This design comes from an exercise in tuning for small area and a short achievable clock period on the open sky130 flow, not from production work.
At most, simulation tests tie the RTL to the original design; equivalence was not proved.
Only the layout flow was run in runs 2 and 3; the RTL was not checked for function there.
No activity file was given, so power comes from the tool's default toggle rates.

==> design/flow/design.v <==
module MAC_opt #(
    parameter DATA_WIDTH = 8,
    parameter ACC_WIDTH  = 24
)
(
    input                      clk,
    input                      control,
    input                      reset,
    input  [ACC_WIDTH-1:0]     acc_in,
    input  [DATA_WIDTH-1:0]    data_in,
    input  [DATA_WIDTH-1:0]    wt_path_in,
    output reg [ACC_WIDTH-1:0] acc_out,
    output [DATA_WIDTH-1:0]    data_out,
    output [DATA_WIDTH-1:0]    wt_path_out
);
    assign data_out    = data_in;
    assign wt_path_out = wt_path_in;
    always @(posedge clk) begin
        if (reset)
            acc_out <= {ACC_WIDTH{1'b0}};
        else if (control)
            acc_out <= acc_in + (data_in * wt_path_in);
        else
            acc_out <= acc_in;
    end
endmodule
`timescale 1ns/1ps
module TPU_optimized #(
    parameter DEPTH     = 4,
    parameter BIT_WIDTH = 8,
    parameter ACC_WIDTH = 24
)
(
    input clk,
    input control, 
    input [(BIT_WIDTH*DEPTH)-1:0] data_arr,
    input [(BIT_WIDTH*DEPTH)-1:0] wt_arr,
    output reg [(ACC_WIDTH*DEPTH)-1:0] acc_out
);
    wire [BIT_WIDTH-1:0] data_out [0:DEPTH-1][0:DEPTH-1];
    wire [BIT_WIDTH-1:0] wt_out   [0:DEPTH-1][0:DEPTH-1];
    wire [ACC_WIDTH-1:0] acc_temp [0:DEPTH-1][0:DEPTH-1];
    genvar j;
    generate
        for (j = 0; j < DEPTH; j = j + 1) begin : top_row
            if(j == 0) begin : cell_0_0
                MAC_opt #(BIT_WIDTH, ACC_WIDTH) mac_inst (
                    .clk(clk),
                    .control(control),
                    .reset(1'b0),
                    .acc_in({ACC_WIDTH{1'b0}}),
                    .data_in(data_arr[0*BIT_WIDTH +: BIT_WIDTH]),
                    .wt_path_in(wt_arr[0*BIT_WIDTH +: BIT_WIDTH]),
                    .acc_out(acc_temp[0][0]),
                    .data_out(data_out[0][0]),
                    .wt_path_out(wt_out[0][0])
                );
            end else begin : cell_0_j
                MAC_opt #(BIT_WIDTH, ACC_WIDTH) mac_inst (
                    .clk(clk),
                    .control(control),
                    .reset(1'b0),
                    .acc_in({ACC_WIDTH{1'b0}}),
                    .data_in(data_out[0][j-1]),
                    .wt_path_in(wt_arr[j*BIT_WIDTH +: BIT_WIDTH]),
                    .acc_out(acc_temp[0][j]),
                    .data_out(data_out[0][j]),
                    .wt_path_out(wt_out[0][j])
                );
            end
        end
    endgenerate
    genvar i, k;
    generate
        for (i = 1; i < DEPTH; i = i + 1) begin : other_rows
            for (k = 0; k < DEPTH; k = k + 1) begin : col_gen
                if(k == 0) begin : cell_i_0
                    MAC_opt #(BIT_WIDTH, ACC_WIDTH) mac_inst (
                        .clk(clk),
                        .control(control),
                        .reset(1'b0),
                        .acc_in(acc_temp[i-1][0]),
                        .data_in(data_arr[i*BIT_WIDTH +: BIT_WIDTH]),
                        .wt_path_in(wt_out[i-1][0]),
                        .acc_out(acc_temp[i][0]),
                        .data_out(data_out[i][0]),
                        .wt_path_out(wt_out[i][0])
                    );
                end else begin : cell_i_k
                    MAC_opt #(BIT_WIDTH, ACC_WIDTH) mac_inst (
                        .clk(clk),
                        .control(control),
                        .reset(1'b0),
                        .acc_in(acc_temp[i-1][k]),
                        .data_in(data_out[i][k-1]),
                        .wt_path_in(wt_out[i-1][k]),
                        .acc_out(acc_temp[i][k]),
                        .data_out(data_out[i][k]),
                        .wt_path_out(wt_out[i][k])
                    );
                end
            end
        end
    endgenerate
    genvar col;
    generate
        for(col = 0; col < DEPTH; col = col + 1) begin : output_gen
            always @(posedge clk) begin
                acc_out[col*ACC_WIDTH +: ACC_WIDTH] <= acc_temp[DEPTH-1][col];
            end
        end
    endgenerate
endmodule 
==> design/flow/run.sh <==
#!/bin/bash
# synth_recipe.tcl (not shown) runs the flow's synth.tcl, then flattens the netlist and writes it again
# the make line also repeats each setting of config.mk as NAME=value (left out here)
make -C /OpenROAD-flow-scripts/flow DESIGN_CONFIG=/design/flow/config.mk WORK_HOME=/design/flow/orfs CLKGATE_MAP_FILE= SYNTH_SCRIPT=/design/flow/synth_recipe.tcl finish
==> design/flow/config.mk <==
export PLATFORM = sky130hd
export DESIGN_NAME = TPU_optimized
export DESIGN_NICKNAME = TPU_optimized
export VERILOG_FILES = /design/flow/design.v
export SDC_FILE = /design/flow/constraint.sdc
export NUM_CORES = 4
export LEC_CHECK = 0
export CAP_MARGIN = 20
export CORE_MARGIN = 2
export CORE_UTILIZATION = 40
export SLEW_MARGIN = 20
==> design/flow/constraint.sdc <==
create_clock -name core_clock -period 7.5 [get_ports {clk}]
set_input_delay 1.5000 -clock core_clock [delete_from_list [all_inputs] [get_ports {clk}]]
set_output_delay 1.5000 -clock core_clock [all_outputs]
set_load 0.01 [all_outputs]
==> summary.md, run 1 <==
The flow ran to the end and the layout has no timing, DRC or antenna violations. The library cell used most frequently in the layout, excluding fill and tap cells, is inv_1. After layout, the worst setup slack is 0.565 ns. Detailed placement finished with a half-perimeter wire length of 99.8 mm. The final routed wire length divided by cell count was 16.0 um; the number of H-tree branching levels was 2. The final net count was 7,557; the die extent in y was 366 um. Post-CTS repair changed the size of 0 cells.

The logs give 0 for the final setup violation count and 132 for the number of core rows. In this run the post-CTS setup repair buffer count came out at 0. The initial cell density of the core is 0.404, and the total detailed-routing wirelength is 126 mm.

The minimum setup slack after placement was -0.0306 ns. The first global-routing pass estimated 210 mm of wire. 0 antenna diodes ended up in the layout. The number of cells on the worst reg-to-reg path is 8. The layout overhead on the synthesized area was 12.5%. Dividing total power by cell area gives a power density of 406 mW/mm2. On the worst path, the slowest cell contributes a delay of 0.68 ns. For this block, the initial DRC count from the detailed router was 2,005.

The critical path goes through clkdlybuf4s50_1, buf_4, nand2_1, fa_1, fa_1, inv_1, fa_1, inv_1, fa_1, inv_1, ha_1, inv_1, o21a_1, nor3_1, a21oi_1, xnor2_1, ha_1, a21oi_1, a21oi_1, o22ai_1, o21ai_1, o211ai_1, xnor2_1. Across the run, the number of max-cap violations was 0. The worst setup path is captured at a flop.

Type of the tightest min-delay check: flop to flop. The tools report the worst clock skew on the final layout as 0.0175 ns. The synthesized area divided by synthesized cell count came out at 8.77 um2. The clock transition at the register clock pins on the worst setup and hold paths after CTS is 0.06 ns.

Detailed routing inserted a total of 39.7k vias. In this run, synthesis produced a sequential element count of 356. The main flop type after synthesis is dfxtp_1. Fill cells in the final layout number 12.6k. After clock tree synthesis, the flow added hold-fix buffers numbering 0.

Number of clock buffers inserted by TritonCTS: 45. Yosys printed 2 warnings. The actual slew at the worst max-slew pin came out at 0.883 ns. The tools report the via count of the first global-routing pass as 40.6k. Entering global routing, the biggest net connects 180 pins.

Sequential cell area: 0.00713 mm2. The number of buffers between clock root and the deepest sink was 3. The total power was 23.9 mW.

The combined global-route utilization of all metal layers is 0.190, and the residual antenna-violating net count after detailed routing is 0. The number of enable flip-flop cells after synthesis came out at 0. At the worst endpoint, the required time is 8.02 ns. The worst hold path passes through 0 cells. The congestion estimate from routability-driven global placement came to 0.859. The total clock sinks is 356, and the total iterations of the first detailed-routing run is 5. The library cell contributing the largest single delay on the critical path was clkdlybuf4s50_1.

The overall overflow remaining after global route is 0, and the final-report max-slew violation count is 0. The count of buffers added on input and output ports is 141. In the layout the commonest cells are inv_1 (941), and2_1 (783), ha_1 (772), fa_1 (588), nand2_1 (411).

STA classifies the critical path startpoint as a primary input. The maximum VDD drop came out at 0.000243 V. For the worst-skew pair, the clock arrives at the later sink with an insertion delay of 0.60 ns.

The die is 366 um wide. The run gives 0.136 as the share of synthesized area occupied by flip-flops and latches. The footprint of the multi-input gates is 0.0407 mm2, and the number of remaining DRC errors is 0.

Synthesis instantiated 91 different standard cells from the library. For the worst setup path, the data arrival time is 7.46 ns. The dominant delay contributor by cell family on the critical path is adder cells.

For the area of the die, the log shows 0.134 mm2. The post-synthesis cell area is 0.0524 mm2. Counting both buffers and inverters, the worst setup path holds a total of 6.

The path length in cells of the critical path was 23; the total core area was 0.130 mm2. TritonCTS built the clock tree. Fraction of registers with async set or reset after synthesis: 0. The number of antenna violations at the first check in global routing was 8. Along the worst path, the maximum fanout reaches 17.

The share of layout cells above drive strength 1 came out at 0.0770. The type of the worst setup path was primary input to flop. The vias per cell was 5.02.

The number of hold-slack violations in the final timing report came out at 0. The timing startpoint of the critical path was wt_arr[26]. Setup repair after global routing left no endpoint under its margin. In this run the count of I/O pins placed on the die edge is 162.

The part of the cycle the worst path needs works out to 0.925. In this run the static leakage power is 29.2 nW. The worst path needs 6.93 ns of the cycle, external delays included. For this run, the top clock speed supported by timing is 144 MHz.

The cell sitting at the root of the clock tree is a clkbuf_16. The tools report the headroom to the max-slew limit as 0.411. For the synthesized instance count, the log shows 5,970.
==> per-layer routing <==
metal | GRT usage | routed length (um) | up-vias
li1 | - | - | 19600
met3 | 0.0233 | 6220 | 148
met4 | 0.0420 | 2600 | 12
met5 | 0 | 70 | -
met1 | 0.271 | 61800 | 19200
met2 | 0.306 | 55600 | 738
==> worst reg2reg max path, delay by kind of cell (launching register included) <==
| kind | cells | cell delay [ns] |
|---|---|---|
| AOI/OAI and AO/OA | 5 | 1.57 |
| DFF | 1 | 0.35 |
| and+or+nand+nor | 1 | 0.19 |
| adders and majority gates | 2 | 0.74 |
==> where the power goes <==
part           switching, mW  internal, mW
combinational           9.63          8.58
clock                  0.933          1.54
sequential             0.494          2.77
total                   11.1          12.9
==> stage by stage <==
step	utilization	TNS (ns)	cells	area, um2	hold WS [ns]
6_report	0.454	0	7908	59000	0.323
5_1_grt	0.454	0	7908	59000	0.329
4_1_cts	0.454	0	7908	59000	0.323
3_5_place_dp	0.441	-0.0846	7826	57300	0.312
3_3_place_gp	0.441	0	7826	57300	0.312
2_1_floorplan	-	0	5989	52500	0.310
==> kinds of logic after synthesis <==
| family | count (synthesis) | share of synthesized area |
|---|---|---|
| XOR/XNOR | 311 | 0.0520 |
| buffers and inverters | 1206 | 0.0883 |
| adder cells (fa/ha/maj) | 1360 | 0.409 |
| AND/OR/NAND/NOR | 1780 | 0.179 |
| AO/OA/AOI/OAI | 819 | 0.106 |
| other | 1 | 0.0000716 |
| multiplexers | 137 | 0.0295 |
| flip-flops | 356 | 0.136 |
==> worst paths after layout <==
path	to	slack [ns]
setup / recovery	flop	0.57
hold / removal	acc_out[76]	0.32
setup reg to reg	flop	4.53
hold reg to reg	acc_out[76]	0.32
==> layout make-up <==
type | instances | share of cell area
Inverter | 942 | 0.0600
Tap cell | 1742 | 0.0370
Timing Repair Buffer | 359 | 0.0630
Multi-Input combinational cell | 4427 | 0.691
Clock buffer | 59 | 0.0222
Sequential cell | 356 | 0.121
Clock inverter | 23 | 0.00632
==> synthesized netlist by cell type, types with 105 or more instances <==
cell | count | area share
fa_1 | 588 | 0.22
nand2_1 | 411 | 0.029
a21oi_1 | 244 | 0.023
o21ai_0 | 108 | 0.010
ha_1 | 772 | 0.18
nor2_1 | 238 | 0.017
inv_1 | 941 | 0.067
and2_1 | 783 | 0.094
dfxtp_1 | 356 | 0.14
clkbuf_1 | 224 | 0.016
mux2_2 | 130 | 0.028
nor3_1 | 105 | 0.010
xnor2_1 | 219 | 0.037
==> flip-flops by register name, indices dropped and copies added, names as in the netlist <==
name	count
top_row.cell_0_0.mac_inst.acc_out	16
top_row.cell_0_j.mac_inst.acc_out	48
other_rows.col_gen.cell_i_0.mac_inst.acc_out	54
other_rows.col_gen.cell_i_k.mac_inst.acc_out	162
acc_out	76
==> run 2: changes to the inputs <==
==> design/flow/design.v (replaced) <==
module MAC_opt #(
    parameter IN_WIDTH  = 16,
    parameter OUT_WIDTH = 17
)
(
    input  [11:0]          sel,
    input  [7:0]           w1,
    input  [9:0]           w3,
    input  [IN_WIDTH-1:0]  acc_in,
    output [OUT_WIDTH-1:0] acc_out
);
    wire [9:0] m1 = {2'b00, w1};
    wire [9:0] m2 = {1'b0, w1, 1'b0};
    wire [9:0] pp [0:3];
    genvar j;
    generate
        for (j = 0; j < 4; j = j + 1) begin : digit
            assign pp[j] = ({10{sel[3*j]}}   & m1) |
                           ({10{sel[3*j+1]}} & m2) |
                           ({10{sel[3*j+2]}} & w3);
        end
    endgenerate
    assign acc_out = acc_in + pp[0] + (pp[1] << 2) + (pp[2] << 4) + (pp[3] << 6);
endmodule
`timescale 1ns/1ps
module TPU_optimized #(
    parameter DEPTH     = 4,
    parameter BIT_WIDTH = 8,
    parameter ACC_WIDTH = 24
)
(
    input clk,
    input control,
    input [(BIT_WIDTH*DEPTH)-1:0] data_arr,
    input [(BIT_WIDTH*DEPTH)-1:0] wt_arr,
    output [(ACC_WIDTH*DEPTH)-1:0] acc_out
);
    reg [11:0] sel_r [0:3];
    reg [7:0]  w1_r  [0:3];
    reg [9:0]  w3_r  [0:3];
    genvar i, j, k;
    generate
        for (i = 0; i < 4; i = i + 1) begin : row_in
            wire [7:0] d = data_arr[8*i +: 8];
            wire [11:0] sel_d;
            for (j = 0; j < 4; j = j + 1) begin : dig
                wire [1:0] b = d[2*j +: 2];
                assign sel_d[3*j]   = control &  b[0] & ~b[1];
                assign sel_d[3*j+1] = control & ~b[0] &  b[1];
                assign sel_d[3*j+2] = control &  b[0] &  b[1];
            end
            always @(posedge clk) sel_r[i] <= sel_d;
        end
        for (k = 0; k < 4; k = k + 1) begin : col_in
            wire [7:0] w = wt_arr[8*k +: 8];
            always @(posedge clk) begin
                w1_r[k] <= w;
                w3_r[k] <= {2'b00, w} + {1'b0, w, 1'b0};
            end
        end
    endgenerate
    generate
        for (k = 0; k < 4; k = k + 1) begin : col
            reg  [15:0] s1;
            reg  [16:0] s2;
            reg  [17:0] s3;
            reg  [17:0] o;
            wire [15:0] n1;
            wire [16:0] n2;
            wire [17:0] n3, no;
            MAC_opt #(1, 16)  m0 (.sel(sel_r[0]), .w1(w1_r[k]), .w3(w3_r[k]), .acc_in(1'b0), .acc_out(n1));
            MAC_opt #(16, 17) m1 (.sel(sel_r[1]), .w1(w1_r[k]), .w3(w3_r[k]), .acc_in(s1),   .acc_out(n2));
            MAC_opt #(17, 18) m2 (.sel(sel_r[2]), .w1(w1_r[k]), .w3(w3_r[k]), .acc_in(s2),   .acc_out(n3));
            MAC_opt #(18, 18) m3 (.sel(sel_r[3]), .w1(w1_r[k]), .w3(w3_r[k]), .acc_in(s3),   .acc_out(no));
            always @(posedge clk) begin
                s1 <= n1;
                s2 <= n2;
                s3 <= n3;
                o  <= no;
            end
            assign acc_out[ACC_WIDTH*k +: ACC_WIDTH] = {{(ACC_WIDTH-18){1'b0}}, o};
        end
    endgenerate
endmodule
--- a/design/flow/config.mk
+++ b/design/flow/config.mk
@@ -5,6 +5,7 @@
 export SDC_FILE = /design/flow/constraint.sdc
 export NUM_CORES = 4
 export LEC_CHECK = 0
+export ABC_CLOCK_PERIOD_IN_PS = 2500
 export CAP_MARGIN = 20
 export CORE_MARGIN = 2
 export CORE_UTILIZATION = 40
==> run 2 against run 1 <==
  * Still clean
  * Count of clock-buffer cells in the layout increased by 8
  * Setup slack better by 1.9 ns
  * Non-clock buffer count down 121
  * Global-route usage rose by 1.6 points
==> summary.md, run 2 <==
In the post-synthesis netlist, the cell with the most instances is inv_1. The tree is rooted in a clkbuf_16. The final route contains 31.1k vias. After clock tree synthesis, the clock-pin slew on the worst setup and hold paths is 0.06 ns. In this run, post-CTS repair resized a total of 0 instances. Counting flops and latches in the post-synthesis netlist gives 392. The synthesized instance count was 4,208. Along the worst path, the maximum fanout reaches 17. The number of hold-slack violations in the final timing report came out at 0.

Hold timing on the final database bottoms out at a slack of 0.466 ns. The multi-input combinational cells in the finished layout cover a total of 0.0268 mm2. The clock group share of total power was 0.156. Traced cell by cell, the critical path runs through buf_4, a222oi_1, inv_1, ha_1, fa_1, a21o_1, a21oi_1, o21ai_0, o41ai_1, xor2_1, fa_1, ha_1, o21a_1, o31a_1, or4_1, a2111o_1, o211ai_1.

The fraction of registers with async set or reset after synthesis was 0; the number of clock buffers inserted by TritonCTS was 47. The worst setup path is launched from a flop. For this run, the slowest stage of the critical path takes 0.47 ns.

Of all cell types, the one taking the most synthesized area is dfxtp_1. The number of top-level pins is 162, and the number of buffers added to fix hold violations after cts is 0. Static timing analysis puts the maximum clock frequency at 200 MHz.

The endpoint class of the critical path is a flop. Clock tree synthesis found a total of 392 sinks. The count of max-cap constraint violations is 0.

Counting flops with a built-in enable in the synthesized netlist gives 0. The worst hold path belongs to the class flop to flop. The share of layout cells above drive strength 1 is 0.0457, and the critical path buffer and inverter count is 2.

At the placement stage, the worst setup path has a slack of 2.52 ns. The type of the worst setup path is flop to flop. Across the whole layout, storage elements account for 0.00785 mm2. The first global-routing pass estimated 168 mm of wire.

The number of warnings reported in the yosys synthesis log is 11. After routing, the total negative slack on setup checks comes to 0 ns. After layout, the minimum clock period comes to 5.01 ns.

IR analysis of the VDD net gives a maximum drop of 0.000180 V. The total power is 14.8 mW, and the part of the cycle the worst path needs is 0.667. The die extent in y came out at 315 um.

For the pin with the worst max-slew slack, the measured transition is 1.13 ns. At the end of routability-driven placement, the weighted congestion stood at 0.858. Entering global routing, the biggest net connects 49 pins. The number of antenna diodes in the final layout is 0. The HPWL reported at the end of detailed placement is 74.9 mm. The longest clock path from root to sink contains 3 buffers. In the post-route analysis, the smallest setup slack over all paths is 2.49 ns.

The largest registers in the layout are col.o: 72 flops, col.s3: 72 flops, col.s2: 68 flops. In the layout the commonest cells are inv_1 (767), ha_1 (536), a222oi_1 (448), dfxtp_1 (392), fa_1 (348). The first detailed-routing pass took 12 iterations. The logs give 9,420 for the filler cell count in the final layout and 0 for the residual antenna-violating net count after detailed routing. Data on the critical path arrives at its endpoint at 5.55 ns.

The clock reaches the later pin of the worst-skew pair after 0.62 ns. The number of setup buffers added after CTS is 0. The run gives 1 as the number of antenna violations at the first check in global routing. The library cell used most frequently in the layout, excluding fill and tap cells, is inv_1. The total area inside the core boundary comes to 0.0964 mm2. The die is 315 um wide. Internal power comes to 8.29 mW. The vias per cell is 5.66, and the final routed wire length divided by cell count is 18.9 um. The combined global-route utilization of all metal layers came out at 0.206. The total detailed-routing wirelength was 104 mm; the power density relative to cell area was 345 mW/mm2. The tools report the net load switching power as 6.46 mW. The run gives 0.402 as the initial cell density of the core. Library cell contributing the largest single delay on the critical path: dfxtp_1. The switching power share of the total works out to 0.438. Sorting the synthesized cells by area gives the leading types as dfxtp_1 (20%), fa_1 (18%), ha_1 (17%).

Setup repair after global routing left no endpoint under its margin. The logs give 0 for the final setup violation count and 0.444 for the share of the core filled with cells. The final net count was 5,139.

In this run the core area contains 114 standard-cell rows. Synthesized area divided by synthesized cell count: 9.22 um2. The headroom to the max-slew limit is 0.248. The portion of total power attributed to combinational logic is 0.622. Sorting the synthesized cells by how often they occur yields inv_1 (767), ha_1 (536), a222oi_1 (448).

The share of Yosys cell area claimed by the top area cell type works out to 0.202. The number of buffer cells added on primary ports is 137. Among cell families on the critical path, the largest total delay comes from compound AO/OA/AOI/OAI gates. The via count of the first global-routing pass was 31.0k; the number of remaining DRC errors was 0.

Data on the critical path is required at its endpoint by 8.05 ns. The number of different library cells used by synthesis comes to 63. The number of H-tree branching levels is 2.

For this design the static power due to leakage is 22.2 nW. The run finished with no timing, DRC or antenna violations. The synthesized netlist occupies a cell area of 0.0388 mm2. The run gives 0 as the overall overflow remaining after global route. The tools report the worst clock skew on the final layout as 0.0267 ns.

The run gives 0 as the final-report max-slew violation count. Compared with the post-synthesis result, the final layout area differs by 10.4%. For this block, the initial DRC count from the detailed router was 5,090. TritonCTS built the clock tree. The area of the die came out at 0.0995 mm2. The sequential group share of total power is 0.222.

In the synthesized netlist the dominant register cell turns out to be dfxtp_1. For the share of synthesized area occupied by flip-flops and latches, the log shows 0.202.
[run 2: area by class of cell]
type / instances / area share
multi-input combinational: 2743 / 0.627
sequential: 392 / 0.183
inverter: 767 / 0.0672
timing repair buffer: 238 / 0.0497
tap: 1276 / 0.0373
clock buffer: 67 / 0.0320
clock inverter: 18 / 0.00391
[run 2: power groups by stage]
stage | clock (mW) | sequential, mW | combinational (mW)
floorplan | 0 | 3.27 | 6.86
global placement | 0 | 3.31 | 9.02
detailed placement | 0 | 3.32 | 9.08
CTS | 2.36 | 3.28 | 9.20
global route | 2.44 | 3.34 | 10.5
finish | 2.30 | 3.28 | 9.18
[run 2: final timing paths]
| kind | slack (ns) | start | endpoint | cells past startpoint |
|---|---|---|---|---|
| max | 2.49 | sel_r[0][0] | col[0].s1[15] | 17 |
| max reg2reg | 2.49 | sel_r[0][0] | col[0].s1[15] | 17 |
| min | 0.47 | col[2].s1[0] | col[2].s2[0] | 1 |
| min reg2reg | 0.47 | col[2].s1[0] | col[2].s2[0] | 1 |
[run 2: stage by stage]
stage                     instances  instance area (um2)
after floorplan                4231                38900
after global placement         5416                41300
after detailed placement       5416                41300
after CTS                      5501                42800
after global routing           5501                42800
final                          5501                42800
[run 2: routing by layer]
metal | wire length [um] | share of wire | vias up | GRT usage
met1 | 46200 | 0.44 | 14800 | 0.283
met4 | 2040 | 0.020 | 2 | 0.0551
met3 | 8820 | 0.085 | 132 | 0.0309
met2 | 46900 | 0.45 | 1304 | 0.339
li1 | - | - | 14900 | -
met5 | 13 | 0.00013 | - | 0
[run 2: cells by family (layout without fill, tap and decap cells)]
| group | after synthesis | in the layout | share of synthesized area |
|---|---|---|---|
| buffers and inverters | 1096 | 1090 | 0.108 |
| AO/OA/AOI/OAI | 1035 | 1035 | 0.215 |
| adder cells (fa/ha/maj) | 884 | 884 | 0.352 |
| AND/OR/NAND/NOR | 572 | 572 | 0.0704 |
| flip-flops | 392 | 392 | 0.202 |
| XOR/XNOR | 228 | 228 | 0.0515 |
| other | 1 | 24 | 0.0000966 |
==> run 3: changes to the inputs <==
--- a/design/flow/config.mk
+++ b/design/flow/config.mk
@@ -5,7 +5,6 @@
 export SDC_FILE = /design/flow/constraint.sdc
 export NUM_CORES = 4
 export LEC_CHECK = 0
-export ABC_CLOCK_PERIOD_IN_PS = 2500
 export CAP_MARGIN = 20
 export CORE_MARGIN = 2
 export CORE_UTILIZATION = 40
==> run 3 against run 2 <==
  * Design area is the same
  * Largest power group unchanged
  * Still clean
  * Utilization is the same
  * Routed wire length is the same
==> summary.md, run 3 <==
Setup repair after global routing left no endpoint under its margin. The tools report the sequential cell area as 0.00785 mm2. Power spread over the standard cell area amounts to 345 mW/mm2. The library cell contributing the largest single delay on the critical path was dfxtp_1. Biggest area consumer among synthesized cells: dfxtp_1.

For the residual antenna-violating net count after detailed routing, the log shows 0. At the worst endpoint, the required time is 8.05 ns. Leaving out fill and tap cells, the most frequent cell in the layout is inv_1.

The combined global-route utilization of all metal layers was 0.206; the delay of the slowest critical-path stage was 0.47 ns. The root buffer cell is clkbuf_16. Actual slew at the worst max-slew pin: 1.13 ns.

Yosys attributes the largest share of cell area to dfxtp_1 (20%), fa_1 (18%), ha_1 (17%). The share of the core filled with cells is 0.444, and the final sum of negative setup slack is 0 ns. The initialized floorplan defines 114 standard-cell rows. The run gives 0.0268 mm2 as the footprint of the multi-input gates.

The filler cell count in the final layout is 9,420. The internal power of the cells totals 8.29 mW. The logs give 0.402 for the initial cell density of the core and 2.52 ns for the minimum setup slack after placement.

In this run, post-CTS hold repair placed 0 buffers. The part of the cycle the worst path needs is 0.667. Overall overflow remaining after global route: 0.

The maximum VDD drop was 0.000180 V. The run gives 0.62 ns as the clock network latency to the later pin of the worst-skew pair. After synthesis the netlist holds a flip-flop and latch count of 392. The number of hold-slack violations in the final timing report came out at 0.

The tools report the endpoint class of the critical path as a flop. The run gives 49 as the largest net degree at the start of global routing. Walking the worst path, the cells encountered are buf_4, a222oi_1, inv_1, ha_1, fa_1, a21o_1, a21oi_1, o21ai_0, o41ai_1, xor2_1, fa_1, ha_1, o21a_1, o31a_1, or4_1, a2111o_1, o211ai_1. The cell area that synthesis handed to floorplanning was 0.0388 mm2. Synthesized area divided by synthesized cell count: 9.22 um2. The share of synthesized area occupied by flip-flops and latches was 0.202; the fraction of registers with async set or reset after synthesis was 0. Input and output buffers added on the ports amount to 137. Yosys mapped the design onto 63 distinct sky130hd cell types. The headroom to the max-slew limit is 0.248, and the total core area is 0.0964 mm2.

The number of antenna violations at the first check in global routing is 1, and the maximum fanout encountered on the critical timing path is 17. The die is 315 um tall. Relative to the synthesized area, the layout overhead comes to 10.4%. The leakage component of the power is 22.2 nW, and the number of enable flip-flop cells after synthesis is 0. The tools report the clock group share of total power as 0.156. The width of the chip was 315 um; the vias per cell was 5.66.

The switching power share of the total is 0.438. The count of cells resized by post-cts repair is 0. 0 antenna diodes ended up in the layout. The wire length of the first global-routing pass is 168 mm, and the count of max-cap constraint violations is 0.

The final layout contains 5,139 nets. The share of Yosys cell area claimed by the top area cell type was 0.202; the least setup slack across all paths after layout was 2.49 ns. For the final-report max-slew violation count, the log shows 0. In the layout the commonest cells are inv_1 (767), ha_1 (536), a222oi_1 (448), dfxtp_1 (392), fa_1 (348). Setup violations remaining at the end of the flow were counted as 0. The number of remaining DRC errors was 0.

CTS built an H-tree with a depth of 2. The portion of total power attributed to combinational logic is 0.622. Via count of the first global-routing pass: 31.0k.

The number of violations reported at the end of detailed-routing iteration 0 is 5,090, and the worst clock skew on the final layout is 0.0267 ns. At the worst endpoint, the arrival time is 5.55 ns. The number of warnings reported in the yosys synthesis log was 11.

The share of layout cells above drive strength 1 was 0.0457; the highest clock rate was 200 MHz. The logs give 0 for the number of setup buffers added after CTS and 3 for the number of buffers between clock root and the deepest sink. Wires add up to 104 mm. The run gives 6.46 mW as the net load switching power. For this run, the detailed router's first-pass iteration total came to 12. Including well taps, the total number of placed cells is 5,416. The routability congestion estimate is 0.858.

The flow ran to the end and the layout has no timing, DRC or antenna violations. The area of the die is 0.0995 mm2. The worst hold path belongs to the class flop to flop. The type of the worst setup path is flop to flop. In the synthesized netlist, the number of instances is 4,208. The largest registers in the layout are col.o: 72 flops, col.s3: 72 flops, col.s2: 68 flops. The number of top-level pins is 162. After clock tree synthesis, the clock-pin slew on the worst setup and hold paths is 0.06 ns.

The number of clock buffers inserted by TritonCTS is 47. TritonCTS built the clock tree. The sequential group share of total power is 0.222, and the post-route minimum period is 5.01 ns. After legalization and detailed placement, the total HPWL measured 74.9 mm. The routed layout has 31.1k vias. Leaving out filler cells and counting taps, the final layout contains 5,501.

Counting instances in the post-synthesis netlist gives the leading cell types as inv_1 (767), ha_1 (536), a222oi_1 (448). Clock tree synthesis found a total of 392 sinks. inv_1 is the most common cell in the netlist. The type of origin of the critical path is a flop. For this run, the leading register cell type out of synthesis is dfxtp_1. The final routed wire length divided by cell count came out at 18.9 um.
## run 3: cell counts in the layout (fill, tap and decap cells not counted)
Identical to the previous run, type by type.
## run 3: through the flow
step	hold WS (ns)	area, um2	total power, mW
3_5_place_dp	0.452	41300	12.4
4_1_cts	0.453	42800	14.8
2_1_floorplan	0.432	38900	10.1
6_report	0.466	42800	14.8
5_1_grt	0.477	42800	16.3
3_3_place_gp	0.447	41300	12.3
## run 3: area by class of cell
type                    count  share of cell area
repair buffers            238              0.0497
flip-flops and latches    392               0.183
clock buffers              67              0.0320
inverters                 767              0.0672
clock inverters            18             0.00391
multi-input cells        2743               0.627
well taps                1276              0.0373
## run 3: routing by layer
| metal | GRT usage | vias up | wire, um |
|---|---|---|---|
| li1 | - | 14900 | - |
| met1 | 0.283 | 14800 | 46200 |
| met2 | 0.339 | 1304 | 46900 |
| met3 | 0.0309 | 132 | 8820 |
| met4 | 0.0551 | 2 | 2040 |
| met5 | 0 | - | 13 |
## run 3: path summary, 6_finish.rpt
kind                      from             to  slack (ns)  depth (start not counted)
setup reg to reg   sel_r[0][0]  col[0].s1[15]        2.49                         17
setup / recovery   sel_r[0][0]  col[0].s1[15]        2.49                         17
hold reg to reg   col[2].s1[0]   col[2].s2[0]        0.47                          1
hold / removal    col[2].s1[0]   col[2].s2[0]        0.47                          1
## run 3: power groups by stage
stage               combinational, mW  sequential, mW  clock [mW]
floorplan                        6.86            3.27           0
global placement                 9.02            3.31           0
detailed placement               9.08            3.32           0
CTS                              9.20            3.28        2.36
global route                     10.5            3.34        2.44
finish                           9.18            3.28        2.30
## run 3: kinds of logic (layout without fill, tap and decap cells)
family / Yosys count / after routing / synth area share
AND/OR/NAND/NOR: 572 / 572 / 0.0704
other: 1 / 24 / 0.0000966
buffers and inverters: 1096 / 1090 / 0.108
XOR/XNOR: 228 / 228 / 0.0515
adder cells (fa/ha/maj): 884 / 884 / 0.352
AO/OA/AOI/OAI: 1035 / 1035 / 0.215
flip-flops: 392 / 392 / 0.202
## run 3: critical path: cells and delay by family, from the launching register on
family,cells,cell delay (ns)
and+or+nand+nor,1,0.43
xor gates and xnor gates,1,0.23
adders and majority gates,4,1.46
AOI/OAI and AO/OA,9,2.00
DFF,1,0.47
buffers and inverters,2,0.37

-- what the ideal ports hide --
In the flow no input, the clock included, has a driving cell. The finished layouts below were timed again as built, in two steps. Step 1 assumes that a clkbuf_16 drives the clock port and a buf_2 every other input. Step 2 moves the port delays by t, midway between the first and last clock arrival at a register: inputs arrive t later, outputs are due t later. That takes back most of the time a late clock gives input paths. Slacks: ideal ports / drivers / drivers and shift; pairs: ideal ports / drivers.
run	t, ns	slack for setup (ns)	worst hold slack (ns)	worst setup path at the end
run 1	0.648	0.565 / 0.507 / -0.141	0.323 / 0.323 / 0.323	input to register
run 2	0.680	2.495 / 2.495 / 2.495	0.466 / 0.466 / 0.466	register to register
run 3	0.680	2.495 / 2.495 / 2.495	0.466 / 0.466 / 0.466	register to register
Met with ideal ports but missed after step 2: setup timing in run 1. The setup slack of run 1, which loses most, moves by -0.058 ns with the drivers and by -0.706 ns with both steps.
